This design comes from an exercise in tuning for small area, a short achievable clock period and few clock cycles per item on the open sky130 flow, not from production work. Only simulation tests tie the RTL to the original design; equivalence was not proved.

## the reference run
Design exponential, start of the top module:
module exponential(input clk, rst, start, input [15:0] _x, output done,
                   output [1:0] intpart, output [15:0] fracpart);
For scale: ~1200 cells after synthesis, roughly 84 flip-flops, roughly 38 I/O pins, about 9700 µm² of cells after synthesis.
make LEC_CHECK=0 ABC_AREA=1 CAP_MARGIN=20 CORE_MARGIN=2 CORE_UTILIZATION=40 CTS_BUF_LIST='sky130_fd_sc_hd__clkbuf_4 sky130_fd_sc_hd__clkbuf_8' PLACE_DENSITY=0.6 SETUP_SLACK_MARGIN=3.5 SLEW_MARGIN=20 SYNTH_HIERARCHICAL=1 SYNTH_MINIMUM_KEEP_SIZE=0 finish   # period 9.0 ns
run.sh (not shown) runs the stock make flow with config.mk's settings and CLKGATE_MAP_FILE= SYNTH_SCRIPT=/design/flow/synth_recipe.tcl, a recipe that flattens the netlist after the stock synthesis.
Testbench counts of the reference run, summed over its fixed seeds: cycles 12,006, items 1,200.
Edits applied to the flow inputs when going from the reference run to the trial run:
-- flow/design.v --
<<< the reference run, line 708
		t <= tn;                     
		if (st == 4'd9) begin        
			u6 <= ph[6:0];           
			t8 <= b >= 16'd62481;    
		end
>>> the trial run, line 708
		t <= tn;                     
		if (st == 4'd9) begin        
			u6 <= tn[6:0];           
			t8 <= b >= 16'd62481;    
		end
## What came out
Any difference in total area of sequential cells between the trial run and the reference run is small enough to ignore. [compare] base=the reference run new=the trial run: count of clock-buffer cells in the layout increased 1; clock-cell share of area decreased by 0.32 points relative to the old numbers; global-route usage decreased 0.64 points.
Testbench counts of the trial run, summed over its fixed seeds: cycles 12,006, items 1,200.

---

Another version of the RTL of exponential (not shown whole).
Size in the first run: ~1,200 cells after synthesis, about 84 flip-flops, roughly 38 I/O pins.
Settings: LEC_CHECK=0, ABC_AREA=1, CAP_MARGIN=20, CORE_MARGIN=2, CORE_UTILIZATION=40, PLACE_DENSITY=0.6, SETUP_SLACK_MARGIN=3.5, SLEW_MARGIN=20, SYNTH_HIERARCHICAL=1, SYNTH_MINIMUM_KEEP_SIZE=0; clock period 9.0 ns.
Testbench counts at the start, summed over its fixed seeds: cycles 12,006, items 1,200.
Then changed:
--- a/flow/design.v
+++ b/flow/design.v
@@ -488,17 +488,16 @@
                    output [1:0] intpart, output [15:0] fracpart);
 	reg [3:0] st;           
 	reg idle;               
 	reg sh0, sh1, sh2;      
 	reg term;               
 	reg [15:0] b, t;
 	reg [17:0] b3;          
 	reg [17:0] r;
-	reg [6:0] u6;            
 	wire go = idle & start;
 	wire [3:0] nst = go ? 4'd1 : (idle | st == 4'd9) ? 4'd0 : st + 4'd1;
 	always @(posedge clk or posedge rst) begin
 		if (rst) begin
 			st   <= 4'd0;
 			idle <= 1'b1;
 			sh0  <= 1'b0;
 			sh1  <= 1'b0;
@@ -613,33 +612,46 @@
 			end else begin : g_next
 				assign z = g_dec[k-1].z & ~_x[k-1];
 			end
 		end
 		for (k = 1; k <= 15; k = k + 1) begin : g_t1
 			assign t1[k] = ~g_dec[16].z & (_x[k] ^ g_dec[k].z);
 		end
 	endgenerate
+	wire [6:0] u6 = t[6:0];
 	reg [3:0] t7;
 	always @(*) begin
 		if (u6 >= 7'd85) t7 = 4'd12;
 		else if (u6 >= 7'd78) t7 = 4'd11;
 		else if (u6 >= 7'd71) t7 = 4'd10;
 		else if (u6 >= 7'd64) t7 = 4'd9;
 		else if (u6 >= 7'd57) t7 = 4'd8;
 		else if (u6 >= 7'd50) t7 = 4'd7;
 		else if (u6 >= 7'd43) t7 = 4'd6;
 		else if (u6 >= 7'd36) t7 = 4'd5;
 		else if (u6 >= 7'd29) t7 = 4'd4;
 		else if (u6 >= 7'd22) t7 = 4'd3;
 		else if (u6 >= 7'd15) t7 = 4'd2;
 		else if (u6 >= 7'd8) t7 = 4'd1;
 		else t7 = 4'd0;
 	end
-	reg t8;
+	reg t8;                 
+	always @(*) begin
+		case (t7)
+			4'd9:    t8 = b >= 16'd58255;
+			4'd10:   t8 = b >= 16'd52429;
+			4'd11:   t8 = b >= 16'd47663;
+			4'd12:   t8 = b >= 16'd43691;
+			4'd13:   t8 = b >= 16'd40330;
+			4'd14:   t8 = b >= 16'd37450;
+			4'd15:   t8 = b >= 16'd34953;
+			default: t8 = 1'b0;
+		endcase
+	end
 	wire [17:0] ra_a = r;
 	wire [17:0] ra_b = {2'b00, t};
 	wire [17:0] ra_p = ra_a ^ ra_b;
 	wire [17:0] ra_g = ra_a & ra_b;
 	wire ra_G1 = ra_g[1] | (ra_p[1] & ra_g[0]);
 	wire ra_P1 = ra_p[1] & ra_p[0];
 	wire ra_G2 = ra_g[3] | (ra_p[3] & ra_g[2]);
 	wire ra_P2 = ra_p[3] & ra_p[2];
@@ -694,21 +706,19 @@
 	wire ra_G27 = ra_g[12] | (ra_p[12] & ra_G17);
 	wire ra_P27 = ra_p[12] & ra_P17;
 	wire ra_G28 = ra_g[14] | (ra_p[14] & ra_G20);
 	wire ra_P28 = ra_p[14] & ra_P20;
 	wire ra_G29 = ra_g[16] | (ra_p[16] & ra_G16);
 	wire ra_P29 = ra_p[16] & ra_P16;
 	wire [17:0] racc = ra_p ^ {ra_G29, ra_G16, ra_G28, ra_G20, ra_G27, ra_G17, ra_G26, ra_G19, ra_G25, ra_G14, ra_G24, ra_G18, ra_G23, ra_G10, ra_G22, ra_G1, ra_g[0], 1'b0};
 	always @(posedge clk) begin
-		b <= bn;
-		t <= tn;                     
-		if (st == 4'd9) begin        
-			u6 <= tn[6:0];           
-			t8 <= b >= 16'd62481;    
+		if (go | !idle) begin
+			b <= bn;
+			t <= tn;
 		end
 		if (go)
 			r <= 18'h0FFFF;
 		else if (term)
 			r <= racc;
 	end
 	wire [4:0]  lo = {1'b0, r[3:0]} + {1'b0, t7} + {4'd0, t8};
 	wire [13:0] hi = lo[4] ? r[17:4] + 14'd1 : r[17:4];
Count of clock-buffer cells in the layout shrinks by 2.
Global-route usage grows by 1.4 points.
Non-clock buffer count grows by 54.
Setup slack got worse by 510 ps.
Worst hold slack got worse by 19 ps.
Synthesized area grows by 1.5%.
First-iteration DRC count grows by 16%.
Wire length grows by 5.4%.
Utilization grows by 2.2 points.
Cell count grows by 4.9%.
Critical path depth grows by 10.
Synthesized cell count grows by 2.0%.
Testbench counts after the change, summed over its fixed seeds: cycles 12,006, items 1,200.

## static timing again, ports no longer ideal
The flow's constraints put no driver on any port. The routed layouts listed below were extracted and timed again, unchanged, in two steps.
Step 1 assumes that a clkbuf_16 drives the clock port and a buf_2 every other input.
Step 2 moves the port delays by t, midway between the first and last clock arrival at a register: inputs arrive t later, outputs are due t later. That takes back most of the time a late clock gives input paths.
Slacks: ideal ports / drivers / drivers and shift; pairs: ideal ports / drivers.
run | t (ns) | slack for setup (ns) | clock arrival spread, ns
the reference run | 0.404 | 3.636 / 3.594 / 3.299 | 0.015 / 0.016
the trial run | 0.398 | 3.628 / 3.593 / 3.274 | 0.014 / 0.014
the first run of note 2 | 0.380 | 3.720 / 3.682 / 3.383 | 0.011 / 0.010
the second run of note 2 | 0.378 | 3.207 / 3.207 / 3.181 | 0.008 / 0.008
After both steps every run listed still meets setup and hold. The setup slack of the trial run, which loses most, moves by -0.035 ns with the drivers and by -0.354 ns with both steps.
